This is an optimization exercise on Yosys and OpenROAD, whose aim is small area and a short achievable clock period, not a production implementation. Function was checked by simulation only, so behaviour that the tests miss may differ from the original.

## standard.sh

```bash
#!/bin/bash
# synth_recipe.tcl (not shown) runs the flow's synth.tcl, then flattens the netlist and writes it again
# the make line also repeats each setting of config.mk as NAME=value (left out here)
make -C /OpenROAD-flow-scripts/flow DESIGN_CONFIG=/design/flow/config.mk WORK_HOME=/design/flow/orfs CLKGATE_MAP_FILE= SYNTH_SCRIPT=/design/flow/synth_recipe.tcl "${@:-finish}"
```

## constraint.sdc

```tcl
create_clock -name core_clock -period 7.0 [get_ports {clk}]
set_input_delay 1.4000 -clock core_clock [delete_from_list [all_inputs] [get_ports {clk}]]
set_output_delay 1.4000 -clock core_clock [all_outputs]
set_load 0.01 [all_outputs]
```

## flow/run.sh

```bash
#!/bin/bash
# Standard synthesis and layout (standard.sh), with two layout settings changed:
# ports are buffered with buf_2 instead of the delay-cell buffer buffer_ports picks,
# and timing repair may resize a cell into one of a different footprint.
set -euo pipefail
cd "$(dirname "$0")/.."
bash standard.sh \
  "BUFFER_PORTS_ARGS=-buffer_cell sky130_fd_sc_hd__buf_2" \
  MATCH_CELL_FOOTPRINT=0 \
  finish > flow_make.log 2>&1
```

## design.v

```verilog
module pac(clk, eo, phase, amplitude);
parameter N = 14;
parameter P = 12;
input clk, eo;
input [N-1:0] phase;
output [P-1:0] amplitude;
wire [11:0] a = phase[12] ? ~phase[11:0] : phase[11:0];
reg [12:0] t0;
wire [7:0] x0 = {a[11],a[10],a[9],a[8],a[7],a[6],a[5],a[4]};
always @(*) begin
  case (x0)
    8'd0: t0 = 13'd0;
    8'd1: t0 = 13'd50;
    8'd2: t0 = 13'd101;
    8'd3: t0 = 13'd151;
    8'd4: t0 = 13'd200;
    8'd5: t0 = 13'd250;
    8'd6: t0 = 13'd301;
    8'd7: t0 = 13'd351;
    8'd8: t0 = 13'd402;
    8'd9: t0 = 13'd452;
    8'd10: t0 = 13'd503;
    8'd11: t0 = 13'd553;
    8'd12: t0 = 13'd602;
    8'd13: t0 = 13'd652;
    8'd14: t0 = 13'd703;
    8'd15: t0 = 13'd753;
    8'd16: t0 = 13'd802;
    8'd17: t0 = 13'd852;
    8'd18: t0 = 13'd902;
    8'd19: t0 = 13'd952;
    8'd20: t0 = 13'd1002;
    8'd21: t0 = 13'd1052;
    8'd22: t0 = 13'd1101;
    8'd23: t0 = 13'd1151;
    8'd24: t0 = 13'd1201;
    8'd25: t0 = 13'd1251;
    8'd26: t0 = 13'd1300;
    8'd27: t0 = 13'd1350;
    8'd28: t0 = 13'd1400;
    8'd29: t0 = 13'd1449;
    8'd30: t0 = 13'd1499;
    8'd31: t0 = 13'd1548;
    8'd32: t0 = 13'd1598;
    8'd33: t0 = 13'd1647;
    8'd34: t0 = 13'd1696;
    8'd35: t0 = 13'd1745;
    8'd36: t0 = 13'd1794;
    8'd37: t0 = 13'd1843;
    8'd38: t0 = 13'd1892;
    8'd39: t0 = 13'd1941;
    8'd40: t0 = 13'd1988;
    8'd41: t0 = 13'd2037;
    8'd42: t0 = 13'd2086;
    8'd43: t0 = 13'd2135;
    8'd44: t0 = 13'd2184;
    8'd45: t0 = 13'd2233;
    8'd46: t0 = 13'd2282;
    8'd47: t0 = 13'd2330;
    8'd48: t0 = 13'd2377;
    8'd49: t0 = 13'd2425;
    8'd50: t0 = 13'd2473;
    8'd51: t0 = 13'd2521;
    8'd52: t0 = 13'd2570;
    8'd53: t0 = 13'd2617;
    8'd54: t0 = 13'd2664;
    8'd55: t0 = 13'd2711;
    8'd56: t0 = 13'd2759;
    8'd57: t0 = 13'd2806;
    8'd58: t0 = 13'd2853;
    8'd59: t0 = 13'd2900;
    8'd60: t0 = 13'd2947;
    8'd61: t0 = 13'd2994;
    8'd62: t0 = 13'd3041;
    8'd63: t0 = 13'd3087;
    8'd64: t0 = 13'd3134;
    8'd65: t0 = 13'd3180;
    8'd66: t0 = 13'd3227;
    8'd67: t0 = 13'd3273;
    8'd68: t0 = 13'd3319;
    8'd69: t0 = 13'd3365;
    8'd70: t0 = 13'd3410;
    8'd71: t0 = 13'd3456;
    8'd72: t0 = 13'd3502;
    8'd73: t0 = 13'd3547;
    8'd74: t0 = 13'd3592;
    8'd75: t0 = 13'd3637;
    8'd76: t0 = 13'd3681;
    8'd77: t0 = 13'd3726;
    8'd78: t0 = 13'd3771;
    8'd79: t0 = 13'd3816;
    8'd80: t0 = 13'd3860;
    8'd81: t0 = 13'd3905;
    8'd82: t0 = 13'd3949;
    8'd83: t0 = 13'd3993;
    8'd84: t0 = 13'd4037;
    8'd85: t0 = 13'd4080;
    8'd86: t0 = 13'd4123;
    8'd87: t0 = 13'd4166;
    8'd88: t0 = 13'd4210;
    8'd89: t0 = 13'd4253;
    8'd90: t0 = 13'd4296;
    8'd91: t0 = 13'd4339;
    8'd92: t0 = 13'd4383;
    8'd93: t0 = 13'd4424;
    8'd94: t0 = 13'd4467;
    8'd95: t0 = 13'd4509;
    8'd96: t0 = 13'd4549;
    8'd97: t0 = 13'd4590;
    8'd98: t0 = 13'd4632;
    8'd99: t0 = 13'd4673;
    8'd100: t0 = 13'd4715;
    8'd101: t0 = 13'd4756;
    8'd102: t0 = 13'd4797;
    8'd103: t0 = 13'd4838;
    8'd104: t0 = 13'd4877;
    8'd105: t0 = 13'd4919;
    8'd106: t0 = 13'd4959;
    8'd107: t0 = 13'd4998;
    8'd108: t0 = 13'd5039;
    8'd109: t0 = 13'd5078;
    8'd110: t0 = 13'd5117;
    8'd111: t0 = 13'd5156;
    8'd112: t0 = 13'd5195;
    8'd113: t0 = 13'd5233;
    8'd114: t0 = 13'd5272;
    8'd115: t0 = 13'd5310;
    8'd116: t0 = 13'd5349;
    8'd117: t0 = 13'd5387;
    8'd118: t0 = 13'd5424;
    8'd119: t0 = 13'd5462;
    8'd120: t0 = 13'd5500;
    8'd121: t0 = 13'd5537;
    8'd122: t0 = 13'd5574;
    8'd123: t0 = 13'd5611;
    8'd124: t0 = 13'd5645;
    8'd125: t0 = 13'd5682;
    8'd126: t0 = 13'd5718;
    8'd127: t0 = 13'd5754;
    8'd128: t0 = 13'd5791;
    8'd129: t0 = 13'd5826;
    8'd130: t0 = 13'd5861;
    8'd131: t0 = 13'd5896;
    8'd132: t0 = 13'd5931;
    8'd133: t0 = 13'd5966;
    8'd134: t0 = 13'd6000;
    8'd135: t0 = 13'd6034;
    8'd136: t0 = 13'd6068;
    8'd137: t0 = 13'd6102;
    8'd138: t0 = 13'd6135;
    8'd139: t0 = 13'd6168;
    8'd140: t0 = 13'd6201;
    8'd141: t0 = 13'd6234;
    8'd142: t0 = 13'd6266;
    8'd143: t0 = 13'd6298;
    8'd144: t0 = 13'd6331;
    8'd145: t0 = 13'd6363;
    8'd146: t0 = 13'd6394;
    8'd147: t0 = 13'd6425;
    8'd148: t0 = 13'd6457;
    8'd149: t0 = 13'd6487;
    8'd150: t0 = 13'd6518;
    8'd151: t0 = 13'd6548;
    8'd152: t0 = 13'd6578;
    8'd153: t0 = 13'd6608;
    8'd154: t0 = 13'd6637;
    8'd155: t0 = 13'd6667;
    8'd156: t0 = 13'd6696;
    8'd157: t0 = 13'd6725;
    8'd158: t0 = 13'd6754;
    8'd159: t0 = 13'd6782;
    8'd160: t0 = 13'd6811;
    8'd161: t0 = 13'd6838;
    8'd162: t0 = 13'd6865;
    8'd163: t0 = 13'd6892;
    8'd164: t0 = 13'd6919;
    8'd165: t0 = 13'd6945;
    8'd166: t0 = 13'd6972;
    8'd167: t0 = 13'd6998;
    8'd168: t0 = 13'd7025;
    8'd169: t0 = 13'd7050;
    8'd170: t0 = 13'd7075;
    8'd171: t0 = 13'd7100;
    8'd172: t0 = 13'd7124;
    8'd173: t0 = 13'd7149;
    8'd174: t0 = 13'd7175;
    8'd175: t0 = 13'd7198;
    8'd176: t0 = 13'd7223;
    8'd177: t0 = 13'd7246;
    8'd178: t0 = 13'd7269;
    8'd179: t0 = 13'd7292;
    8'd180: t0 = 13'd7315;
    8'd181: t0 = 13'd7338;
    8'd182: t0 = 13'd7360;
    8'd183: t0 = 13'd7381;
    8'd184: t0 = 13'd7403;
    8'd185: t0 = 13'd7424;
    8'd186: t0 = 13'd7445;
    8'd187: t0 = 13'd7466;
    8'd188: t0 = 13'd7487;
    8'd189: t0 = 13'd7507;
    8'd190: t0 = 13'd7526;
    8'd191: t0 = 13'd7545;
    8'd192: t0 = 13'd7566;
    8'd193: t0 = 13'd7585;
    8'd194: t0 = 13'd7604;
    8'd195: t0 = 13'd7623;
    8'd196: t0 = 13'd7641;
    8'd197: t0 = 13'd7659;
    8'd198: t0 = 13'd7676;
    8'd199: t0 = 13'd7694;
    8'd200: t0 = 13'd7711;
    8'd201: t0 = 13'd7728;
    8'd202: t0 = 13'd7744;
    8'd203: t0 = 13'd7760;
    8'd204: t0 = 13'd7777;
    8'd205: t0 = 13'd7792;
    8'd206: t0 = 13'd7807;
    8'd207: t0 = 13'd7822;
    8'd208: t0 = 13'd7836;
    8'd209: t0 = 13'd7851;
    8'd210: t0 = 13'd7865;
    8'd211: t0 = 13'd7878;
    8'd212: t0 = 13'd7893;
    8'd213: t0 = 13'd7906;
    8'd214: t0 = 13'd7919;
    8'd215: t0 = 13'd7932;
    8'd216: t0 = 13'd7945;
    8'd217: t0 = 13'd7957;
    8'd218: t0 = 13'd7968;
    8'd219: t0 = 13'd7979;
    8'd220: t0 = 13'd7991;
    8'd221: t0 = 13'd8001;
    8'd222: t0 = 13'd8012;
    8'd223: t0 = 13'd8022;
    8'd224: t0 = 13'd8033;
    8'd225: t0 = 13'd8042;
    8'd226: t0 = 13'd8051;
    8'd227: t0 = 13'd8060;
    8'd228: t0 = 13'd8071;
    8'd229: t0 = 13'd8079;
    8'd230: t0 = 13'd8087;
    8'd231: t0 = 13'd8094;
    8'd232: t0 = 13'd8101;
    8'd233: t0 = 13'd8108;
    8'd234: t0 = 13'd8115;
    8'd235: t0 = 13'd8122;
    8'd236: t0 = 13'd8129;
    8'd237: t0 = 13'd8135;
    8'd238: t0 = 13'd8140;
    8'd239: t0 = 13'd8146;
    8'd240: t0 = 13'd8148;
    8'd241: t0 = 13'd8154;
    8'd242: t0 = 13'd8159;
    8'd243: t0 = 13'd8163;
    8'd244: t0 = 13'd8167;
    8'd245: t0 = 13'd8170;
    8'd246: t0 = 13'd8173;
    8'd247: t0 = 13'd8176;
    8'd248: t0 = 13'd8180;
    8'd249: t0 = 13'd8183;
    8'd250: t0 = 13'd8184;
    8'd251: t0 = 13'd8184;
    8'd252: t0 = 13'd8187;
    8'd253: t0 = 13'd8188;
    8'd254: t0 = 13'd8188;
    8'd255: t0 = 13'd8188;
    default: t0 = 13'd0;
  endcase
end
reg [5:0] t1;
wire [9:0] x1 = {a[11],a[10],a[9],a[8],a[7],a[6],a[3],a[2],a[1],a[0]};
always @(*) begin
  case (x1)
    10'd0: t1 = 6'd0;
    10'd1: t1 = 6'd2;
    10'd2: t1 = 6'd6;
    10'd3: t1 = 6'd9;
    10'd4: t1 = 6'd12;
    10'd5: t1 = 6'd15;
    10'd6: t1 = 6'd18;
    10'd7: t1 = 6'd22;
    10'd8: t1 = 6'd24;
    10'd9: t1 = 6'd28;
    10'd10: t1 = 6'd30;
    10'd11: t1 = 6'd34;
    10'd12: t1 = 6'd37;
    10'd13: t1 = 6'd40;
    10'd14: t1 = 6'd43;
    10'd15: t1 = 6'd46;
    10'd16: t1 = 6'd0;
    10'd17: t1 = 6'd4;
    10'd18: t1 = 6'd6;
    10'd19: t1 = 6'd10;
    10'd20: t1 = 6'd13;
    10'd21: t1 = 6'd16;
    10'd22: t1 = 6'd19;
    10'd23: t1 = 6'd22;
    10'd24: t1 = 6'd26;
    10'd25: t1 = 6'd28;
    10'd26: t1 = 6'd32;
    10'd27: t1 = 6'd34;
    10'd28: t1 = 6'd38;
    10'd29: t1 = 6'd42;
    10'd30: t1 = 6'd44;
    10'd31: t1 = 6'd48;
    10'd32: t1 = 6'd0;
    10'd33: t1 = 6'd2;
    10'd34: t1 = 6'd6;
    10'd35: t1 = 6'd8;
    10'd36: t1 = 6'd12;
    10'd37: t1 = 6'd15;
    10'd38: t1 = 6'd18;
    10'd39: t1 = 6'd21;
    10'd40: t1 = 6'd24;
    10'd41: t1 = 6'd28;
    10'd42: t1 = 6'd30;
    10'd43: t1 = 6'd34;
    10'd44: t1 = 6'd36;
    10'd45: t1 = 6'd40;
    10'd46: t1 = 6'd43;
    10'd47: t1 = 6'd46;
    10'd48: t1 = 6'd0;
    10'd49: t1 = 6'd2;
    10'd50: t1 = 6'd6;
    10'd51: t1 = 6'd9;
    10'd52: t1 = 6'd12;
    10'd53: t1 = 6'd16;
    10'd54: t1 = 6'd18;
    10'd55: t1 = 6'd22;
    10'd56: t1 = 6'd24;
    10'd57: t1 = 6'd28;
    10'd58: t1 = 6'd31;
    10'd59: t1 = 6'd34;
    10'd60: t1 = 6'd38;
    10'd61: t1 = 6'd40;
    10'd62: t1 = 6'd44;
    10'd63: t1 = 6'd46;
    10'd64: t1 = 6'd0;
    10'd65: t1 = 6'd3;
    10'd66: t1 = 6'd6;
    10'd67: t1 = 6'd10;
    10'd68: t1 = 6'd13;
    10'd69: t1 = 6'd16;
    10'd70: t1 = 6'd19;
    10'd71: t1 = 6'd22;
    10'd72: t1 = 6'd25;
    10'd73: t1 = 6'd28;
    10'd74: t1 = 6'd31;
    10'd75: t1 = 6'd34;
    10'd76: t1 = 6'd38;
    10'd77: t1 = 6'd41;
    10'd78: t1 = 6'd44;
    10'd79: t1 = 6'd47;
    10'd80: t1 = 6'd0;
    10'd81: t1 = 6'd3;
    10'd82: t1 = 6'd7;
    10'd83: t1 = 6'd9;
    10'd84: t1 = 6'd13;
    10'd85: t1 = 6'd15;
    10'd86: t1 = 6'd19;
    10'd87: t1 = 6'd22;
    10'd88: t1 = 6'd25;
    10'd89: t1 = 6'd28;
    10'd90: t1 = 6'd31;
    10'd91: t1 = 6'd35;
    10'd92: t1 = 6'd37;
    10'd93: t1 = 6'd41;
    10'd94: t1 = 6'd43;
    10'd95: t1 = 6'd47;
    10'd96: t1 = 6'd0;
    10'd97: t1 = 6'd4;
    10'd98: t1 = 6'd6;
    10'd99: t1 = 6'd9;
    10'd100: t1 = 6'd12;
    10'd101: t1 = 6'd16;
    10'd102: t1 = 6'd19;
    10'd103: t1 = 6'd22;
    10'd104: t1 = 6'd25;
    10'd105: t1 = 6'd28;
    10'd106: t1 = 6'd32;
    10'd107: t1 = 6'd34;
    10'd108: t1 = 6'd37;
    10'd109: t1 = 6'd40;
    10'd110: t1 = 6'd44;
    10'd111: t1 = 6'd47;
    10'd112: t1 = 6'd0;
    10'd113: t1 = 6'd3;
    10'd114: t1 = 6'd6;
    10'd115: t1 = 6'd9;
    10'd116: t1 = 6'd12;
    10'd117: t1 = 6'd15;
    10'd118: t1 = 6'd19;
    10'd119: t1 = 6'd21;
    10'd120: t1 = 6'd24;
    10'd121: t1 = 6'd28;
    10'd122: t1 = 6'd31;
    10'd123: t1 = 6'd34;
    10'd124: t1 = 6'd37;
    10'd125: t1 = 6'd40;
    10'd126: t1 = 6'd43;
    10'd127: t1 = 6'd47;
    10'd128: t1 = 6'd0;
    10'd129: t1 = 6'd3;
    10'd130: t1 = 6'd5;
    10'd131: t1 = 6'd9;
    10'd132: t1 = 6'd12;
    10'd133: t1 = 6'd15;
    10'd134: t1 = 6'd18;
    10'd135: t1 = 6'd21;
    10'd136: t1 = 6'd24;
    10'd137: t1 = 6'd27;
    10'd138: t1 = 6'd31;
    10'd139: t1 = 6'd33;
    10'd140: t1 = 6'd36;
    10'd141: t1 = 6'd40;
    10'd142: t1 = 6'd43;
    10'd143: t1 = 6'd45;
    10'd144: t1 = 6'd0;
    10'd145: t1 = 6'd3;
    10'd146: t1 = 6'd6;
    10'd147: t1 = 6'd9;
    10'd148: t1 = 6'd12;
    10'd149: t1 = 6'd15;
    10'd150: t1 = 6'd18;
    10'd151: t1 = 6'd21;
    10'd152: t1 = 6'd24;
    10'd153: t1 = 6'd27;
    10'd154: t1 = 6'd30;
    10'd155: t1 = 6'd34;
    10'd156: t1 = 6'd37;
    10'd157: t1 = 6'd40;
    10'd158: t1 = 6'd42;
    10'd159: t1 = 6'd46;
    10'd160: t1 = 6'd0;
    10'd161: t1 = 6'd4;
    10'd162: t1 = 6'd8;
    10'd163: t1 = 6'd10;
    10'd164: t1 = 6'd13;
    10'd165: t1 = 6'd16;
    10'd166: t1 = 6'd20;
    10'd167: t1 = 6'd23;
    10'd168: t1 = 6'd25;
    10'd169: t1 = 6'd28;
    10'd170: t1 = 6'd32;
    10'd171: t1 = 6'd35;
    10'd172: t1 = 6'd37;
    10'd173: t1 = 6'd40;
    10'd174: t1 = 6'd44;
    10'd175: t1 = 6'd47;
    10'd176: t1 = 6'd0;
    10'd177: t1 = 6'd2;
    10'd178: t1 = 6'd4;
    10'd179: t1 = 6'd8;
    10'd180: t1 = 6'd12;
    10'd181: t1 = 6'd14;
    10'd182: t1 = 6'd16;
    10'd183: t1 = 6'd20;
    10'd184: t1 = 6'd24;
    10'd185: t1 = 6'd26;
    10'd186: t1 = 6'd28;
    10'd187: t1 = 6'd32;
    10'd188: t1 = 6'd36;
    10'd189: t1 = 6'd39;
    10'd190: t1 = 6'd41;
    10'd191: t1 = 6'd44;
    10'd192: t1 = 6'd0;
    10'd193: t1 = 6'd3;
    10'd194: t1 = 6'd6;
    10'd195: t1 = 6'd9;
    10'd196: t1 = 6'd12;
    10'd197: t1 = 6'd15;
    10'd198: t1 = 6'd18;
    10'd199: t1 = 6'd21;
    10'd200: t1 = 6'd24;
    10'd201: t1 = 6'd27;
    10'd202: t1 = 6'd30;
    10'd203: t1 = 6'd33;
    10'd204: t1 = 6'd36;
    10'd205: t1 = 6'd39;
    10'd206: t1 = 6'd42;
    10'd207: t1 = 6'd45;
    10'd208: t1 = 6'd0;
    10'd209: t1 = 6'd2;
    10'd210: t1 = 6'd5;
    10'd211: t1 = 6'd9;
    10'd212: t1 = 6'd12;
    10'd213: t1 = 6'd13;
    10'd214: t1 = 6'd17;
    10'd215: t1 = 6'd21;
    10'd216: t1 = 6'd24;
    10'd217: t1 = 6'd25;
    10'd218: t1 = 6'd29;
    10'd219: t1 = 6'd33;
    10'd220: t1 = 6'd35;
    10'd221: t1 = 6'd37;
    10'd222: t1 = 6'd41;
    10'd223: t1 = 6'd45;
    10'd224: t1 = 6'd0;
    10'd225: t1 = 6'd3;
    10'd226: t1 = 6'd6;
    10'd227: t1 = 6'd8;
    10'd228: t1 = 6'd12;
    10'd229: t1 = 6'd15;
    10'd230: t1 = 6'd18;
    10'd231: t1 = 6'd20;
    10'd232: t1 = 6'd24;
    10'd233: t1 = 6'd27;
    10'd234: t1 = 6'd29;
    10'd235: t1 = 6'd32;
    10'd236: t1 = 6'd35;
    10'd237: t1 = 6'd38;
    10'd238: t1 = 6'd41;
    10'd239: t1 = 6'd44;
    10'd240: t1 = 6'd0;
    10'd241: t1 = 6'd3;
    10'd242: t1 = 6'd6;
    10'd243: t1 = 6'd9;
    10'd244: t1 = 6'd11;
    10'd245: t1 = 6'd14;
    10'd246: t1 = 6'd17;
    10'd247: t1 = 6'd21;
    10'd248: t1 = 6'd23;
    10'd249: t1 = 6'd26;
    10'd250: t1 = 6'd29;
    10'd251: t1 = 6'd32;
    10'd252: t1 = 6'd35;
    10'd253: t1 = 6'd38;
    10'd254: t1 = 6'd41;
    10'd255: t1 = 6'd44;
    10'd256: t1 = 6'd0;
    10'd257: t1 = 6'd2;
    10'd258: t1 = 6'd5;
    10'd259: t1 = 6'd8;
    10'd260: t1 = 6'd12;
    10'd261: t1 = 6'd14;
    10'd262: t1 = 6'd17;
    10'd263: t1 = 6'd20;
    10'd264: t1 = 6'd22;
    10'd265: t1 = 6'd26;
    10'd266: t1 = 6'd28;
    10'd267: t1 = 6'd32;
    10'd268: t1 = 6'd34;
    10'd269: t1 = 6'd37;
    10'd270: t1 = 6'd40;
    10'd271: t1 = 6'd43;
    10'd272: t1 = 6'd0;
    10'd273: t1 = 6'd2;
    10'd274: t1 = 6'd6;
    10'd275: t1 = 6'd8;
    10'd276: t1 = 6'd11;
    10'd277: t1 = 6'd14;
    10'd278: t1 = 6'd17;
    10'd279: t1 = 6'd20;
    10'd280: t1 = 6'd22;
    10'd281: t1 = 6'd26;
    10'd282: t1 = 6'd28;
    10'd283: t1 = 6'd31;
    10'd284: t1 = 6'd34;
    10'd285: t1 = 6'd37;
    10'd286: t1 = 6'd39;
    10'd287: t1 = 6'd42;
    10'd288: t1 = 6'd0;
    10'd289: t1 = 6'd3;
    10'd290: t1 = 6'd5;
    10'd291: t1 = 6'd8;
    10'd292: t1 = 6'd11;
    10'd293: t1 = 6'd13;
    10'd294: t1 = 6'd17;
    10'd295: t1 = 6'd20;
    10'd296: t1 = 6'd22;
    10'd297: t1 = 6'd25;
    10'd298: t1 = 6'd28;
    10'd299: t1 = 6'd31;
    10'd300: t1 = 6'd33;
    10'd301: t1 = 6'd36;
    10'd302: t1 = 6'd39;
    10'd303: t1 = 6'd42;
    10'd304: t1 = 6'd0;
    10'd305: t1 = 6'd3;
    10'd306: t1 = 6'd6;
    10'd307: t1 = 6'd9;
    10'd308: t1 = 6'd11;
    10'd309: t1 = 6'd15;
    10'd310: t1 = 6'd17;
    10'd311: t1 = 6'd19;
    10'd312: t1 = 6'd23;
    10'd313: t1 = 6'd26;
    10'd314: t1 = 6'd28;
    10'd315: t1 = 6'd31;
    10'd316: t1 = 6'd34;
    10'd317: t1 = 6'd37;
    10'd318: t1 = 6'd39;
    10'd319: t1 = 6'd43;
    10'd320: t1 = 6'd0;
    10'd321: t1 = 6'd2;
    10'd322: t1 = 6'd5;
    10'd323: t1 = 6'd8;
    10'd324: t1 = 6'd11;
    10'd325: t1 = 6'd14;
    10'd326: t1 = 6'd17;
    10'd327: t1 = 6'd20;
    10'd328: t1 = 6'd22;
    10'd329: t1 = 6'd25;
    10'd330: t1 = 6'd28;
    10'd331: t1 = 6'd30;
    10'd332: t1 = 6'd33;
    10'd333: t1 = 6'd36;
    10'd334: t1 = 6'd38;
    10'd335: t1 = 6'd40;
    10'd336: t1 = 6'd0;
    10'd337: t1 = 6'd2;
    10'd338: t1 = 6'd6;
    10'd339: t1 = 6'd9;
    10'd340: t1 = 6'd10;
    10'd341: t1 = 6'd14;
    10'd342: t1 = 6'd17;
    10'd343: t1 = 6'd18;
    10'd344: t1 = 6'd22;
    10'd345: t1 = 6'd25;
    10'd346: t1 = 6'd27;
    10'd347: t1 = 6'd30;
    10'd348: t1 = 6'd33;
    10'd349: t1 = 6'd35;
    10'd350: t1 = 6'd38;
    10'd351: t1 = 6'd41;
    10'd352: t1 = 6'd0;
    10'd353: t1 = 6'd3;
    10'd354: t1 = 6'd5;
    10'd355: t1 = 6'd8;
    10'd356: t1 = 6'd11;
    10'd357: t1 = 6'd13;
    10'd358: t1 = 6'd16;
    10'd359: t1 = 6'd19;
    10'd360: t1 = 6'd22;
    10'd361: t1 = 6'd24;
    10'd362: t1 = 6'd27;
    10'd363: t1 = 6'd30;
    10'd364: t1 = 6'd32;
    10'd365: t1 = 6'd35;
    10'd366: t1 = 6'd38;
    10'd367: t1 = 6'd40;
    10'd368: t1 = 6'd0;
    10'd369: t1 = 6'd2;
    10'd370: t1 = 6'd4;
    10'd371: t1 = 6'd7;
    10'd372: t1 = 6'd10;
    10'd373: t1 = 6'd12;
    10'd374: t1 = 6'd14;
    10'd375: t1 = 6'd17;
    10'd376: t1 = 6'd20;
    10'd377: t1 = 6'd22;
    10'd378: t1 = 6'd25;
    10'd379: t1 = 6'd28;
    10'd380: t1 = 6'd30;
    10'd381: t1 = 6'd33;
    10'd382: t1 = 6'd36;
    10'd383: t1 = 6'd38;
    10'd384: t1 = 6'd0;
    10'd385: t1 = 6'd3;
    10'd386: t1 = 6'd6;
    10'd387: t1 = 6'd8;
    10'd388: t1 = 6'd11;
    10'd389: t1 = 6'd14;
    10'd390: t1 = 6'd16;
    10'd391: t1 = 6'd19;
    10'd392: t1 = 6'd22;
    10'd393: t1 = 6'd24;
    10'd394: t1 = 6'd27;
    10'd395: t1 = 6'd30;
    10'd396: t1 = 6'd33;
    10'd397: t1 = 6'd35;
    10'd398: t1 = 6'd38;
    10'd399: t1 = 6'd41;
    10'd400: t1 = 6'd0;
    10'd401: t1 = 6'd3;
    10'd402: t1 = 6'd5;
    10'd403: t1 = 6'd8;
    10'd404: t1 = 6'd10;
    10'd405: t1 = 6'd13;
    10'd406: t1 = 6'd16;
    10'd407: t1 = 6'd18;
    10'd408: t1 = 6'd21;
    10'd409: t1 = 6'd23;
    10'd410: t1 = 6'd25;
    10'd411: t1 = 6'd29;
    10'd412: t1 = 6'd31;
    10'd413: t1 = 6'd33;
    10'd414: t1 = 6'd36;
    10'd415: t1 = 6'd38;
    10'd416: t1 = 6'd0;
    10'd417: t1 = 6'd3;
    10'd418: t1 = 6'd6;
    10'd419: t1 = 6'd8;
    10'd420: t1 = 6'd11;
    10'd421: t1 = 6'd12;
    10'd422: t1 = 6'd15;
    10'd423: t1 = 6'd19;
    10'd424: t1 = 6'd20;
    10'd425: t1 = 6'd23;
    10'd426: t1 = 6'd25;
    10'd427: t1 = 6'd28;
    10'd428: t1 = 6'd31;
    10'd429: t1 = 6'd32;
    10'd430: t1 = 6'd35;
    10'd431: t1 = 6'd39;
    10'd432: t1 = 6'd0;
    10'd433: t1 = 6'd3;
    10'd434: t1 = 6'd4;
    10'd435: t1 = 6'd8;
    10'd436: t1 = 6'd10;
    10'd437: t1 = 6'd12;
    10'd438: t1 = 6'd15;
    10'd439: t1 = 6'd17;
    10'd440: t1 = 6'd20;
    10'd441: t1 = 6'd22;
    10'd442: t1 = 6'd24;
    10'd443: t1 = 6'd27;
    10'd444: t1 = 6'd29;
    10'd445: t1 = 6'd32;
    10'd446: t1 = 6'd34;
    10'd447: t1 = 6'd36;
    10'd448: t1 = 6'd0;
    10'd449: t1 = 6'd3;
    10'd450: t1 = 6'd6;
    10'd451: t1 = 6'd8;
    10'd452: t1 = 6'd11;
    10'd453: t1 = 6'd12;
    10'd454: t1 = 6'd15;
    10'd455: t1 = 6'd18;
    10'd456: t1 = 6'd20;
    10'd457: t1 = 6'd23;
    10'd458: t1 = 6'd24;
    10'd459: t1 = 6'd27;
    10'd460: t1 = 6'd29;
    10'd461: t1 = 6'd32;
    10'd462: t1 = 6'd35;
    10'd463: t1 = 6'd37;
    10'd464: t1 = 6'd0;
    10'd465: t1 = 6'd2;
    10'd466: t1 = 6'd5;
    10'd467: t1 = 6'd8;
    10'd468: t1 = 6'd10;
    10'd469: t1 = 6'd12;
    10'd470: t1 = 6'd14;
    10'd471: t1 = 6'd16;
    10'd472: t1 = 6'd19;
    10'd473: t1 = 6'd21;
    10'd474: t1 = 6'd24;
    10'd475: t1 = 6'd26;
    10'd476: t1 = 6'd28;
    10'd477: t1 = 6'd31;
    10'd478: t1 = 6'd33;
    10'd479: t1 = 6'd36;
    10'd480: t1 = 6'd0;
    10'd481: t1 = 6'd2;
    10'd482: t1 = 6'd4;
    10'd483: t1 = 6'd7;
    10'd484: t1 = 6'd8;
    10'd485: t1 = 6'd11;
    10'd486: t1 = 6'd13;
    10'd487: t1 = 6'd16;
    10'd488: t1 = 6'd18;
    10'd489: t1 = 6'd20;
    10'd490: t1 = 6'd23;
    10'd491: t1 = 6'd24;
    10'd492: t1 = 6'd27;
    10'd493: t1 = 6'd29;
    10'd494: t1 = 6'd32;
    10'd495: t1 = 6'd34;
    10'd496: t1 = 6'd0;
    10'd497: t1 = 6'd3;
    10'd498: t1 = 6'd6;
    10'd499: t1 = 6'd9;
    10'd500: t1 = 6'd11;
    10'd501: t1 = 6'd13;
    10'd502: t1 = 6'd15;
    10'd503: t1 = 6'd17;
    10'd504: t1 = 6'd19;
    10'd505: t1 = 6'd21;
    10'd506: t1 = 6'd24;
    10'd507: t1 = 6'd27;
    10'd508: t1 = 6'd29;
    10'd509: t1 = 6'd31;
    10'd510: t1 = 6'd33;
    10'd511: t1 = 6'd35;
    10'd512: t1 = 6'd0;
    10'd513: t1 = 6'd3;
    10'd514: t1 = 6'd4;
    10'd515: t1 = 6'd7;
    10'd516: t1 = 6'd9;
    10'd517: t1 = 6'd11;
    10'd518: t1 = 6'd13;
    10'd519: t1 = 6'd16;
    10'd520: t1 = 6'd18;
    10'd521: t1 = 6'd20;
    10'd522: t1 = 6'd22;
    10'd523: t1 = 6'd24;
    10'd524: t1 = 6'd27;
    10'd525: t1 = 6'd29;
    10'd526: t1 = 6'd31;
    10'd527: t1 = 6'd33;
    10'd528: t1 = 6'd0;
    10'd529: t1 = 6'd2;
    10'd530: t1 = 6'd4;
    10'd531: t1 = 6'd6;
    10'd532: t1 = 6'd9;
    10'd533: t1 = 6'd11;
    10'd534: t1 = 6'd13;
    10'd535: t1 = 6'd15;
    10'd536: t1 = 6'd17;
    10'd537: t1 = 6'd19;
    10'd538: t1 = 6'd21;
    10'd539: t1 = 6'd23;
    10'd540: t1 = 6'd25;
    10'd541: t1 = 6'd28;
    10'd542: t1 = 6'd30;
    10'd543: t1 = 6'd32;
    10'd544: t1 = 6'd0;
    10'd545: t1 = 6'd2;
    10'd546: t1 = 6'd4;
    10'd547: t1 = 6'd6;
    10'd548: t1 = 6'd8;
    10'd549: t1 = 6'd10;
    10'd550: t1 = 6'd12;
    10'd551: t1 = 6'd15;
    10'd552: t1 = 6'd17;
    10'd553: t1 = 6'd19;
    10'd554: t1 = 6'd21;
    10'd555: t1 = 6'd23;
    10'd556: t1 = 6'd25;
    10'd557: t1 = 6'd27;
    10'd558: t1 = 6'd29;
    10'd559: t1 = 6'd31;
    10'd560: t1 = 6'd0;
    10'd561: t1 = 6'd2;
    10'd562: t1 = 6'd4;
    10'd563: t1 = 6'd6;
    10'd564: t1 = 6'd8;
    10'd565: t1 = 6'd10;
    10'd566: t1 = 6'd12;
    10'd567: t1 = 6'd14;
    10'd568: t1 = 6'd16;
    10'd569: t1 = 6'd18;
    10'd570: t1 = 6'd20;
    10'd571: t1 = 6'd23;
    10'd572: t1 = 6'd25;
    10'd573: t1 = 6'd27;
    10'd574: t1 = 6'd29;
    10'd575: t1 = 6'd31;
    10'd576: t1 = 6'd0;
    10'd577: t1 = 6'd2;
    10'd578: t1 = 6'd4;
    10'd579: t1 = 6'd6;
    10'd580: t1 = 6'd8;
    10'd581: t1 = 6'd10;
    10'd582: t1 = 6'd11;
    10'd583: t1 = 6'd13;
    10'd584: t1 = 6'd15;
    10'd585: t1 = 6'd17;
    10'd586: t1 = 6'd19;
    10'd587: t1 = 6'd21;
    10'd588: t1 = 6'd23;
    10'd589: t1 = 6'd25;
    10'd590: t1 = 6'd27;
    10'd591: t1 = 6'd29;
    10'd592: t1 = 6'd0;
    10'd593: t1 = 6'd1;
    10'd594: t1 = 6'd3;
    10'd595: t1 = 6'd5;
    10'd596: t1 = 6'd7;
    10'd597: t1 = 6'd9;
    10'd598: t1 = 6'd11;
    10'd599: t1 = 6'd13;
    10'd600: t1 = 6'd14;
    10'd601: t1 = 6'd17;
    10'd602: t1 = 6'd18;
    10'd603: t1 = 6'd21;
    10'd604: t1 = 6'd22;
    10'd605: t1 = 6'd25;
    10'd606: t1 = 6'd26;
    10'd607: t1 = 6'd29;
    10'd608: t1 = 6'd0;
    10'd609: t1 = 6'd2;
    10'd610: t1 = 6'd3;
    10'd611: t1 = 6'd5;
    10'd612: t1 = 6'd7;
    10'd613: t1 = 6'd9;
    10'd614: t1 = 6'd11;
    10'd615: t1 = 6'd12;
    10'd616: t1 = 6'd15;
    10'd617: t1 = 6'd16;
    10'd618: t1 = 6'd18;
    10'd619: t1 = 6'd20;
    10'd620: t1 = 6'd22;
    10'd621: t1 = 6'd24;
    10'd622: t1 = 6'd26;
    10'd623: t1 = 6'd27;
    10'd624: t1 = 6'd0;
    10'd625: t1 = 6'd1;
    10'd626: t1 = 6'd3;
    10'd627: t1 = 6'd4;
    10'd628: t1 = 6'd6;
    10'd629: t1 = 6'd8;
    10'd630: t1 = 6'd10;
    10'd631: t1 = 6'd12;
    10'd632: t1 = 6'd13;
    10'd633: t1 = 6'd16;
    10'd634: t1 = 6'd17;
    10'd635: t1 = 6'd19;
    10'd636: t1 = 6'd21;
    10'd637: t1 = 6'd23;
    10'd638: t1 = 6'd24;
    10'd639: t1 = 6'd25;
    10'd640: t1 = 6'd0;
    10'd641: t1 = 6'd0;
    10'd642: t1 = 6'd3;
    10'd643: t1 = 6'd4;
    10'd644: t1 = 6'd6;
    10'd645: t1 = 6'd8;
    10'd646: t1 = 6'd9;
    10'd647: t1 = 6'd12;
    10'd648: t1 = 6'd12;
    10'd649: t1 = 6'd15;
    10'd650: t1 = 6'd16;
    10'd651: t1 = 6'd18;
    10'd652: t1 = 6'd20;
    10'd653: t1 = 6'd21;
    10'd654: t1 = 6'd23;
    10'd655: t1 = 6'd24;
    10'd656: t1 = 6'd0;
    10'd657: t1 = 6'd2;
    10'd658: t1 = 6'd3;
    10'd659: t1 = 6'd5;
    10'd660: t1 = 6'd7;
    10'd661: t1 = 6'd8;
    10'd662: t1 = 6'd11;
    10'd663: t1 = 6'd12;
    10'd664: t1 = 6'd13;
    10'd665: t1 = 6'd15;
    10'd666: t1 = 6'd17;
    10'd667: t1 = 6'd19;
    10'd668: t1 = 6'd20;
    10'd669: t1 = 6'd21;
    10'd670: t1 = 6'd23;
    10'd671: t1 = 6'd25;
    10'd672: t1 = 6'd0;
    10'd673: t1 = 6'd2;
    10'd674: t1 = 6'd4;
    10'd675: t1 = 6'd5;
    10'd676: t1 = 6'd6;
    10'd677: t1 = 6'd8;
    10'd678: t1 = 6'd10;
    10'd679: t1 = 6'd12;
    10'd680: t1 = 6'd13;
    10'd681: t1 = 6'd14;
    10'd682: t1 = 6'd16;
    10'd683: t1 = 6'd18;
    10'd684: t1 = 6'd19;
    10'd685: t1 = 6'd21;
    10'd686: t1 = 6'd22;
    10'd687: t1 = 6'd24;
    10'd688: t1 = 6'd0;
    10'd689: t1 = 6'd3;
    10'd690: t1 = 6'd4;
    10'd691: t1 = 6'd4;
    10'd692: t1 = 6'd8;
    10'd693: t1 = 6'd8;
    10'd694: t1 = 6'd10;
    10'd695: t1 = 6'd12;
    10'd696: t1 = 6'd12;
    10'd697: t1 = 6'd15;
    10'd698: t1 = 6'd16;
    10'd699: t1 = 6'd16;
    10'd700: t1 = 6'd20;
    10'd701: t1 = 6'd20;
    10'd702: t1 = 6'd21;
    10'd703: t1 = 6'd24;
    10'd704: t1 = 6'd0;
    10'd705: t1 = 6'd1;
    10'd706: t1 = 6'd3;
    10'd707: t1 = 6'd4;
    10'd708: t1 = 6'd6;
    10'd709: t1 = 6'd7;
    10'd710: t1 = 6'd8;
    10'd711: t1 = 6'd10;
    10'd712: t1 = 6'd12;
    10'd713: t1 = 6'd13;
    10'd714: t1 = 6'd15;
    10'd715: t1 = 6'd16;
    10'd716: t1 = 6'd17;
    10'd717: t1 = 6'd19;
    10'd718: t1 = 6'd20;
    10'd719: t1 = 6'd22;
    10'd720: t1 = 6'd0;
    10'd721: t1 = 6'd1;
    10'd722: t1 = 6'd3;
    10'd723: t1 = 6'd4;
    10'd724: t1 = 6'd5;
    10'd725: t1 = 6'd7;
    10'd726: t1 = 6'd8;
    10'd727: t1 = 6'd9;
    10'd728: t1 = 6'd11;
    10'd729: t1 = 6'd13;
    10'd730: t1 = 6'd13;
    10'd731: t1 = 6'd15;
    10'd732: t1 = 6'd17;
    10'd733: t1 = 6'd18;
    10'd734: t1 = 6'd19;
    10'd735: t1 = 6'd21;
    10'd736: t1 = 6'd0;
    10'd737: t1 = 6'd2;
    10'd738: t1 = 6'd3;
    10'd739: t1 = 6'd4;
    10'd740: t1 = 6'd6;
    10'd741: t1 = 6'd7;
    10'd742: t1 = 6'd8;
    10'd743: t1 = 6'd9;
    10'd744: t1 = 6'd11;
    10'd745: t1 = 6'd12;
    10'd746: t1 = 6'd13;
    10'd747: t1 = 6'd15;
    10'd748: t1 = 6'd16;
    10'd749: t1 = 6'd17;
    10'd750: t1 = 6'd19;
    10'd751: t1 = 6'd20;
    10'd752: t1 = 6'd0;
    10'd753: t1 = 6'd3;
    10'd754: t1 = 6'd3;
    10'd755: t1 = 6'd4;
    10'd756: t1 = 6'd7;
    10'd757: t1 = 6'd7;
    10'd758: t1 = 6'd8;
    10'd759: t1 = 6'd10;
    10'd760: t1 = 6'd11;
    10'd761: t1 = 6'd12;
    10'd762: t1 = 6'd13;
    10'd763: t1 = 6'd15;
    10'd764: t1 = 6'd16;
    10'd765: t1 = 6'd16;
    10'd766: t1 = 6'd19;
    10'd767: t1 = 6'd20;
    10'd768: t1 = 6'd0;
    10'd769: t1 = 6'd1;
    10'd770: t1 = 6'd3;
    10'd771: t1 = 6'd3;
    10'd772: t1 = 6'd4;
    10'd773: t1 = 6'd6;
    10'd774: t1 = 6'd7;
    10'd775: t1 = 6'd8;
    10'd776: t1 = 6'd10;
    10'd777: t1 = 6'd11;
    10'd778: t1 = 6'd12;
    10'd779: t1 = 6'd12;
    10'd780: t1 = 6'd14;
    10'd781: t1 = 6'd15;
    10'd782: t1 = 6'd16;
    10'd783: t1 = 6'd18;
    10'd784: t1 = 6'd0;
    10'd785: t1 = 6'd1;
    10'd786: t1 = 6'd2;
    10'd787: t1 = 6'd4;
    10'd788: t1 = 6'd4;
    10'd789: t1 = 6'd5;
    10'd790: t1 = 6'd6;
    10'd791: t1 = 6'd8;
    10'd792: t1 = 6'd9;
    10'd793: t1 = 6'd9;
    10'd794: t1 = 6'd11;
    10'd795: t1 = 6'd12;
    10'd796: t1 = 6'd13;
    10'd797: t1 = 6'd14;
    10'd798: t1 = 6'd16;
    10'd799: t1 = 6'd16;
    10'd800: t1 = 6'd0;
    10'd801: t1 = 6'd1;
    10'd802: t1 = 6'd2;
    10'd803: t1 = 6'd3;
    10'd804: t1 = 6'd4;
    10'd805: t1 = 6'd5;
    10'd806: t1 = 6'd6;
    10'd807: t1 = 6'd7;
    10'd808: t1 = 6'd8;
    10'd809: t1 = 6'd9;
    10'd810: t1 = 6'd10;
    10'd811: t1 = 6'd11;
    10'd812: t1 = 6'd12;
    10'd813: t1 = 6'd13;
    10'd814: t1 = 6'd14;
    10'd815: t1 = 6'd15;
    10'd816: t1 = 6'd0;
    10'd817: t1 = 6'd1;
    10'd818: t1 = 6'd2;
    10'd819: t1 = 6'd2;
    10'd820: t1 = 6'd4;
    10'd821: t1 = 6'd5;
    10'd822: t1 = 6'd6;
    10'd823: t1 = 6'd6;
    10'd824: t1 = 6'd7;
    10'd825: t1 = 6'd9;
    10'd826: t1 = 6'd9;
    10'd827: t1 = 6'd10;
    10'd828: t1 = 6'd11;
    10'd829: t1 = 6'd12;
    10'd830: t1 = 6'd13;
    10'd831: t1 = 6'd14;
    10'd832: t1 = 6'd0;
    10'd833: t1 = 6'd2;
    10'd834: t1 = 6'd2;
    10'd835: t1 = 6'd4;
    10'd836: t1 = 6'd4;
    10'd837: t1 = 6'd6;
    10'd838: t1 = 6'd6;
    10'd839: t1 = 6'd7;
    10'd840: t1 = 6'd8;
    10'd841: t1 = 6'd8;
    10'd842: t1 = 6'd10;
    10'd843: t1 = 6'd10;
    10'd844: t1 = 6'd12;
    10'd845: t1 = 6'd12;
    10'd846: t1 = 6'd13;
    10'd847: t1 = 6'd14;
    10'd848: t1 = 6'd0;
    10'd849: t1 = 6'd1;
    10'd850: t1 = 6'd2;
    10'd851: t1 = 6'd2;
    10'd852: t1 = 6'd3;
    10'd853: t1 = 6'd4;
    10'd854: t1 = 6'd5;
    10'd855: t1 = 6'd6;
    10'd856: t1 = 6'd6;
    10'd857: t1 = 6'd7;
    10'd858: t1 = 6'd7;
    10'd859: t1 = 6'd9;
    10'd860: t1 = 6'd10;
    10'd861: t1 = 6'd11;
    10'd862: t1 = 6'd11;
    10'd863: t1 = 6'd11;
    10'd864: t1 = 6'd0;
    10'd865: t1 = 6'd1;
    10'd866: t1 = 6'd1;
    10'd867: t1 = 6'd1;
    10'd868: t1 = 6'd1;
    10'd869: t1 = 6'd3;
    10'd870: t1 = 6'd5;
    10'd871: t1 = 6'd5;
    10'd872: t1 = 6'd5;
    10'd873: t1 = 6'd6;
    10'd874: t1 = 6'd7;
    10'd875: t1 = 6'd8;
    10'd876: t1 = 6'd9;
    10'd877: t1 = 6'd9;
    10'd878: t1 = 6'd9;
    10'd879: t1 = 6'd9;
    10'd880: t1 = 6'd0;
    10'd881: t1 = 6'd0;
    10'd882: t1 = 6'd1;
    10'd883: t1 = 6'd2;
    10'd884: t1 = 6'd3;
    10'd885: t1 = 6'd3;
    10'd886: t1 = 6'd4;
    10'd887: t1 = 6'd4;
    10'd888: t1 = 6'd5;
    10'd889: t1 = 6'd6;
    10'd890: t1 = 6'd7;
    10'd891: t1 = 6'd7;
    10'd892: t1 = 6'd8;
    10'd893: t1 = 6'd8;
    10'd894: t1 = 6'd9;
    10'd895: t1 = 6'd10;
    10'd896: t1 = 6'd0;
    10'd897: t1 = 6'd1;
    10'd898: t1 = 6'd1;
    10'd899: t1 = 6'd2;
    10'd900: t1 = 6'd2;
    10'd901: t1 = 6'd2;
    10'd902: t1 = 6'd3;
    10'd903: t1 = 6'd4;
    10'd904: t1 = 6'd5;
    10'd905: t1 = 6'd5;
    10'd906: t1 = 6'd6;
    10'd907: t1 = 6'd6;
    10'd908: t1 = 6'd6;
    10'd909: t1 = 6'd7;
    10'd910: t1 = 6'd8;
    10'd911: t1 = 6'd9;
    10'd912: t1 = 6'd0;
    10'd913: t1 = 6'd0;
    10'd914: t1 = 6'd0;
    10'd915: t1 = 6'd0;
    10'd916: t1 = 6'd0;
    10'd917: t1 = 6'd2;
    10'd918: t1 = 6'd2;
    10'd919: t1 = 6'd2;
    10'd920: t1 = 6'd2;
    10'd921: t1 = 6'd2;
    10'd922: t1 = 6'd2;
    10'd923: t1 = 6'd3;
    10'd924: t1 = 6'd4;
    10'd925: t1 = 6'd5;
    10'd926: t1 = 6'd6;
    10'd927: t1 = 6'd7;
    10'd928: t1 = 6'd0;
    10'd929: t1 = 6'd0;
    10'd930: t1 = 6'd1;
    10'd931: t1 = 6'd1;
    10'd932: t1 = 6'd1;
    10'd933: t1 = 6'd2;
    10'd934: t1 = 6'd3;
    10'd935: t1 = 6'd3;
    10'd936: t1 = 6'd4;
    10'd937: t1 = 6'd4;
    10'd938: t1 = 6'd4;
    10'd939: t1 = 6'd5;
    10'd940: t1 = 6'd5;
    10'd941: t1 = 6'd5;
    10'd942: t1 = 6'd5;
    10'd943: t1 = 6'd7;
    10'd944: t1 = 6'd0;
    10'd945: t1 = 6'd0;
    10'd946: t1 = 6'd0;
    10'd947: t1 = 6'd0;
    10'd948: t1 = 6'd0;
    10'd949: t1 = 6'd1;
    10'd950: t1 = 6'd1;
    10'd951: t1 = 6'd1;
    10'd952: t1 = 6'd2;
    10'd953: t1 = 6'd2;
    10'd954: t1 = 6'd3;
    10'd955: t1 = 6'd3;
    10'd956: t1 = 6'd4;
    10'd957: t1 = 6'd4;
    10'd958: t1 = 6'd4;
    10'd959: t1 = 6'd4;
    10'd960: t1 = 6'd0;
    10'd961: t1 = 6'd1;
    10'd962: t1 = 6'd1;
    10'd963: t1 = 6'd2;
    10'd964: t1 = 6'd3;
    10'd965: t1 = 6'd4;
    10'd966: t1 = 6'd4;
    10'd967: t1 = 6'd4;
    10'd968: t1 = 6'd4;
    10'd969: t1 = 6'd4;
    10'd970: t1 = 6'd4;
    10'd971: t1 = 6'd4;
    10'd972: t1 = 6'd4;
    10'd973: t1 = 6'd4;
    10'd974: t1 = 6'd4;
    10'd975: t1 = 6'd4;
    10'd976: t1 = 6'd0;
    10'd977: t1 = 6'd1;
    10'd978: t1 = 6'd1;
    10'd979: t1 = 6'd1;
    10'd980: t1 = 6'd2;
    10'd981: t1 = 6'd2;
    10'd982: t1 = 6'd2;
    10'd983: t1 = 6'd2;
    10'd984: t1 = 6'd3;
    10'd985: t1 = 6'd3;
    10'd986: t1 = 6'd3;
    10'd987: t1 = 6'd3;
    10'd988: t1 = 6'd3;
    10'd989: t1 = 6'd3;
    10'd990: t1 = 6'd3;
    10'd991: t1 = 6'd3;
    10'd992: t1 = 6'd0;
    10'd993: t1 = 6'd0;
    10'd994: t1 = 6'd0;
    10'd995: t1 = 6'd0;
    10'd996: t1 = 6'd0;
    10'd997: t1 = 6'd0;
    10'd998: t1 = 6'd0;
    10'd999: t1 = 6'd0;
    10'd1000: t1 = 6'd0;
    10'd1001: t1 = 6'd0;
    10'd1002: t1 = 6'd0;
    10'd1003: t1 = 6'd0;
    10'd1004: t1 = 6'd0;
    10'd1005: t1 = 6'd1;
    10'd1006: t1 = 6'd2;
    10'd1007: t1 = 6'd3;
    10'd1008: t1 = 6'd0;
    10'd1009: t1 = 6'd0;
    10'd1010: t1 = 6'd0;
    10'd1011: t1 = 6'd0;
    10'd1012: t1 = 6'd0;
    10'd1013: t1 = 6'd0;
    10'd1014: t1 = 6'd0;
    10'd1015: t1 = 6'd1;
    10'd1016: t1 = 6'd1;
    10'd1017: t1 = 6'd1;
    10'd1018: t1 = 6'd1;
    10'd1019: t1 = 6'd1;
    10'd1020: t1 = 6'd1;
    10'd1021: t1 = 6'd1;
    10'd1022: t1 = 6'd1;
    10'd1023: t1 = 6'd1;
    default: t1 = 6'd0;
  endcase
end
reg [12:0] t0r;
reg [5:0] t1r;
reg q13, eos;
always @(posedge clk) begin
    t0r <= t0;
    t1r <= t1;
    q13 <= phase[13];
    eos <= eo;
end
wire [14:0] s = t0r + t1r + 15'd0;
wire [10:0] m = s[12:2];
assign amplitude = eos ? (q13 ? {1'b0, ~m} : {1'b1, m}) : {P{1'b0}};
endmodule
module phase_accumulator(clk, reset, mode, fph, word_in, word_out, phase);
    parameter M = 48;
    parameter N = 14;
    input clk, reset, fph;
    input [1:0] mode;
    input  [M-1:0] word_in;
    output [M-1:0] word_out;
    output [N-1:0] phase;
    reg [M-1:0] freq, acc;
    wire run = mode == 2'b00;
    wire wr  = mode == 2'b11;
    wire rd  = mode == 2'b10;
    wire wf = wr & fph;
    wire wa = wr & ~fph;
    assign phase    = acc[M-1:M-N];
    assign word_out = ({M{rd & fph}} & freq) | ({M{rd & ~fph}} & acc);
    wire [M-1:0] g0 = acc & freq;
    wire [M-1:0] p0 = acc ^ freq;
    localparam TOPL = 16;  
    reg [M-1:0] G, P;
    integer l, i;
    always @(*) begin
        G = g0; P = p0;
        for (l = 1; l < M; l = l * 2)
            for (i = 2*l-1; i < M; i = i + 2*l) begin
                G[i] = G[i] | (P[i] & G[i-l]);
                P[i] = P[i] & P[i-l];
            end
        for (l = TOPL; l >= 1; l = l / 2)
            for (i = 3*l-1; i < M; i = i + 2*l) begin
                G[i] = G[i] | (P[i] & G[i-l]);
                P[i] = P[i] & P[i-l];
            end
    end
    wire [M-1:0] sum = p0 ^ {G[M-2:0], 1'b0};
    wire [M-1:0] acc_n = run ? sum : (wa ? word_in : acc);
    always @ (posedge clk, posedge reset)
        if (reset) begin
            freq  <= 'b0;
            acc   <= 'b0;
        end else begin
            acc <= acc_n;
            if (wf) freq <= word_in;
        end
endmodule
module nco_core(clk, reset, mode, fph, word_in, word_out, amplitude);
    parameter M = 48;
    parameter N = 14;
    parameter P = 12;
    input clk, reset, fph;
    input [1:0] mode;
    input  [M-1:0] word_in;
    output [M-1:0] word_out;
    output [P-1:0] amplitude;
    wire [N-1:0] phase;
    phase_accumulator #(.M(M), .N(N)) U2_pa (
        .clk        (clk),
        .reset      (reset),
        .mode       (mode),
        .fph        (fph),
        .word_in    (word_in),
        .word_out   (word_out),
        .phase      (phase)
    );
    pac #(.N(N), .P(P)) U4_pac (
        .clk        (clk),
        .eo         (!reset && mode == 2'b00),
        .phase      (phase),
        .amplitude  (amplitude)
    );
endmodule
```

## config.mk

```make
export PLATFORM = sky130hd
export DESIGN_NAME = nco_core
export DESIGN_NICKNAME = nco_core
export VERILOG_FILES = /design/flow/design.v
export SDC_FILE = /design/flow/constraint.sdc
export NUM_CORES = 4
export LEC_CHECK = 0
export ABC_AREA = 1
export CAP_MARGIN = 20
export CORE_MARGIN = 2
export CORE_UTILIZATION = 40
export SETUP_SLACK_MARGIN = 3.3
export SLEW_MARGIN = 20
export SYNTH_MEMORY_MAX_BITS = 65536
```

==> impl_metrics.py <==
metrics = {
    "outcome": {
        "status": "complete, no violations",
    },
    "clock_tree": {
        "clockRootBuffer": "clkbuf_16",
        "cts_made_buffers": 17,
        "holdBufCountCts": 0,
        "cts_buffer_depth": 2,
        "cts_sinks": 117,
        "clock_latency_ps": 450,
        "h-tree-depth": 4,
        "clk_pin_slew_ps": 60,
        "tritoncts": "yes",
    },
    "worst_setup_path": {
        "rrSetupSlack_ps": 3390,
        "crit_type": "input pin to output pin",
        "r2r-start": "U2_pa.acc[46]",
        "crit_chain": "buf_8 -> clkinvlp_4 -> buf_6 -> nand3b_1 -> buf_8 -> clkbuf_16 -> o22ai_1 -> buf_2",
        "crit_top_cell": "buf_8",
        "worstSetupEndpointType": "output pin",
        "cpPeakStageDelay_ps": 200,
        "required_ps": 5600,
        "r2r_cells": 17,
        "worstPathArrival_ps": 2480,
        "worst-path-max-fanout": 8,
        "r2r-end": "U4_pac.t1r[1]",
        "start_kind": "input pin",
        "slowest_stage": "buf_8",
    },
    "floorplanning": {
        "pin_count": 113,
        "die_h_microns": 194.7,
        "die_area_sq_mm": 0.03789,
        "die_x_microns": 194.7,
        "row_count": 69,
        "core_area_sq_mm": 0.03566,
        "start_util": 0.4078,
    },
    "logic_synthesis": {
        "synth.distinct_cells": 54,
        "synth_ff_type": "dfrtp_1",
        "syn-instance-count": 2400,
        "ys_seq_area_frac": 0.1941,
        "yosys_warnings": 2,
        "synth.ff_latch_count": 117,
        "avgSynthCellArea_sq_um": 6.058,
        "syn-num-nets": 2562,
        "yosys.area.top_type": "nand2_1",
        "syn_area_sq_mm": 0.01454,
        "async_flop_share": 0.8205,
        "synth_enable_flop_cells": 0,
        "yosysTopAreaCellShare": 0.2063,
        "synth_area_leaders": "nand2_1 21%, dfrtp_1 17%, ha_1 7.3%",
    },
    "finish": {
        "fin_cells": 2924,
        "seqCellArea_sq_mm": 0.002825,
        "fillers": 3794,
        "layout-drive-gt1-share": 0.1354,
        "finalNetCount": 2609,
        "syn_to_final_growth_pct": 15.17,
        "multi_input_area_sq_mm": 0.01059,
    },
    "timing": {
        "finalCriticalPeriod_ps": 3885,
        "rsz0062_at_grt": "true",
        "finClkSkew_ps": 14.11,
        "slew_headroom": 0.2573,
        "setup_violations": 0,
        "clock.fmax_mhz": 257.4,
        "finalMaxSlewViolations": 0,
        "period_share": 0.5550,
        "tns_ps": 0,
        "hold_violations": 0,
        "worst_pin_slew_ps": 1113,
    },
    "drt": {
        "viasPerCell": 6.186,
        "route.detailed.drc": 0,
        "drtAntennaViolNets": 0,
        "vias": 18090,
        "firstDrtPassIters": 8,
        "route.detailed.wl_per_inst_microns": 22.74,
        "wl_microns": 66480,
        "first_iter_violations": 2557,
    },
    "global_route": {
        "grt_max_degree": 97,
        "grt-ovfl-total": 0,
        "grt_pass1_vias": 17480,
        "antenna_found_initial": 4,
        "grt_pass1_wl_microns": 101800,
        "grtUsageTotal": 0.3459,
    },
    "placement": {
        "post-dp-hpwl_microns": 42950,
        "placedCellCount": 2862,
        "gp_congestion": 1.012,
        "io_buffers": 112,
    },
    "run": {
        "maxCapViolations": 0,
    },
    "hold_path": {
        "hp-class": "register to register",
        "hold_start": "U2_pa.acc[47]",
        "min_path_cells": 0,
        "worstHoldEndpoint": "U4_pac.q13",
    },
}
[cell type report]
type	count	area share
inverters	273	0.06239
clock buffers	18	0.02623
well taps	461	0.03444
clock inverters	14	0.008443
repair inverters	2	0.0008966
multi-input cells	1882	0.6322
flip-flops and latches	117	0.1687
diodes	3	0.0004483
repair buffers	154	0.06620
[registers in the layout (all words and copies together), names as in the netlist]
signal and cells:
U2_pa.acc 48, U2_pa.freq 48, U4_pac.t0r 13, U4_pac.t1r 6
U4_pac.eos 1, U4_pac.q13 1
[Yosys cell counts (all sizes together) (2+ instances only)]
| library cell | n |
|---|---|
| o221ai | 37 |
| nor3 | 28 |
| a32oi | 2 |
| nand2 | 813 |
| inv | 272 |
| a21boi | 2 |
| xor2 | 20 |
| nor2 | 157 |
| a21oi | 144 |
| nor4 | 2 |
| fa | 24 |
| dfrtp | 96 |
| xnor2 | 20 |
| ha | 85 |
| nand3b | 4 |
| o211ai | 26 |
| o21bai | 7 |
| dfxtp | 21 |
| buf | 83 |
| a21o | 7 |
| a22oi | 2 |
| nand4 | 18 |
| nand3 | 202 |
| a221oi | 13 |
| o21ai | 164 |
| a211oi | 5 |
| o2111ai | 6 |
| a31oi | 16 |
| o31ai | 4 |
| o22ai | 59 |
| clkbuf | 51 |
| o311ai | 2 |
| or2 | 4 |
[how the worst max path moves through the flow]
stage	startpoint	endpoint	slack (ps)	cells past startpoint
after floorplan	mode[0]	word_out[27]	3330	5
after global placement	mode[0]	word_out[38]	2670	5
after detailed placement	mode[0]	word_out[33]	2470	5
after CTS	mode[0]	word_out[46]	3190	8
after global routing	mode[0]	word_out[21]	3110	8
final	mode[0]	word_out[12]	3120	8
[critical path: cells and delay by family]
family,cells,cell delay [ps]
buf+inv,6,850
simple gates,1,100
compound gates,1,130
[routing by layer]
metal,part of all wire,track usage,vias to the layer above,routed length [microns]
li1,-,-,8065,-
met1,0.39,0.4465,8398,26000
met2,0.43,0.5232,1331,28430
met3,0.12,0.08572,290,8051
met4,0.060,0.2051,4,3977
met5,0.00032,0,-,21
[per-stage QoR]
| step | util | hold slack [ps] | worst slack [ps] | cell area (sq um) |
|---|---|---|---|---|
| 2_1_floorplan | - | 347.2 | 3334 | 14540 |
| 3_3_place_gp | 0.4259 | 356.2 | 2674 | 15180 |
| 3_5_place_dp | 0.4259 | 359.1 | 2470 | 15180 |
| 4_1_cts | 0.4628 | 379.1 | 3187 | 16500 |
| 5_1_grt | 0.4695 | 401.4 | 3106 | 16740 |
| 6_report | 0.4697 | 371.5 | 3115 | 16750 |
[placed cells by master (no fill, tap or decap), types with 19 or more instances in the layout]
cell type	n
nand2_1	776
inv_1	256
nand3_1	192
o21ai_0	151
nor2_1	144
a21oi_1	141
buf_2	109
dfrtp_1	96
ha_1	82
o221ai_1	37
o22ai_2	37
nand2_2	32
nor3_1	27
o211ai_1	26
fa_1	24
o22ai_1	22
buf_4	22
clkbuf_16	21
dfxtp_1	19
[what timing repair did]
| item | 4_1_cts | 5_1_grt |
|---|---|---|
| resized for setup | 95 | 50 |
| buffers inserted | 11 | 0 |
| cloned | 14 | 1 |
| endpoints found under the setup margin | 66 | 73 |
| pin swaps | 10 | 12 |
[cells by family (layout without fill, tap and decap cells)]
| logic type | count (synthesis) | after routing | synth area share |
|---|---|---|---|
| xor+xnor | 40 | 40 | 0.02874 |
| flops | 117 | 117 | 0.1941 |
| other cells | 0 | 3 | 0 |
| simple gates | 1228 | 1234 | 0.3484 |
| fa+ha+maj | 109 | 109 | 0.1062 |
| buf+inv | 407 | 461 | 0.1187 |
| compound gates | 499 | 499 | 0.2038 |

==> afterwards: timing with drivers on the ports <==
The flow's constraints put no driver on any port. The routed layout listed below was extracted and timed again, unchanged, in two steps.
Step 1 sets driving cells, clkbuf_16 on the clock port and buf_2 on the other inputs (assumed; they add their load-dependent delay and slew).
Step 2, shift: input delay + t, output delay - t, t = (earliest + latest rising clock arrival at the registers) / 2. This alone moves slack from input paths to output paths.
Three values: no drivers, after step 1, after step 2; two values: the first two.
t, ns: 0.490
slack for setup (ns): 3.115 / 3.064 / 2.926
cell pins on the clock port's net: 1
After both steps this run still meets setup and hold. For this run, drivers alone change the setup slack by -0.051 ns; drivers and shift together by -0.189 ns.
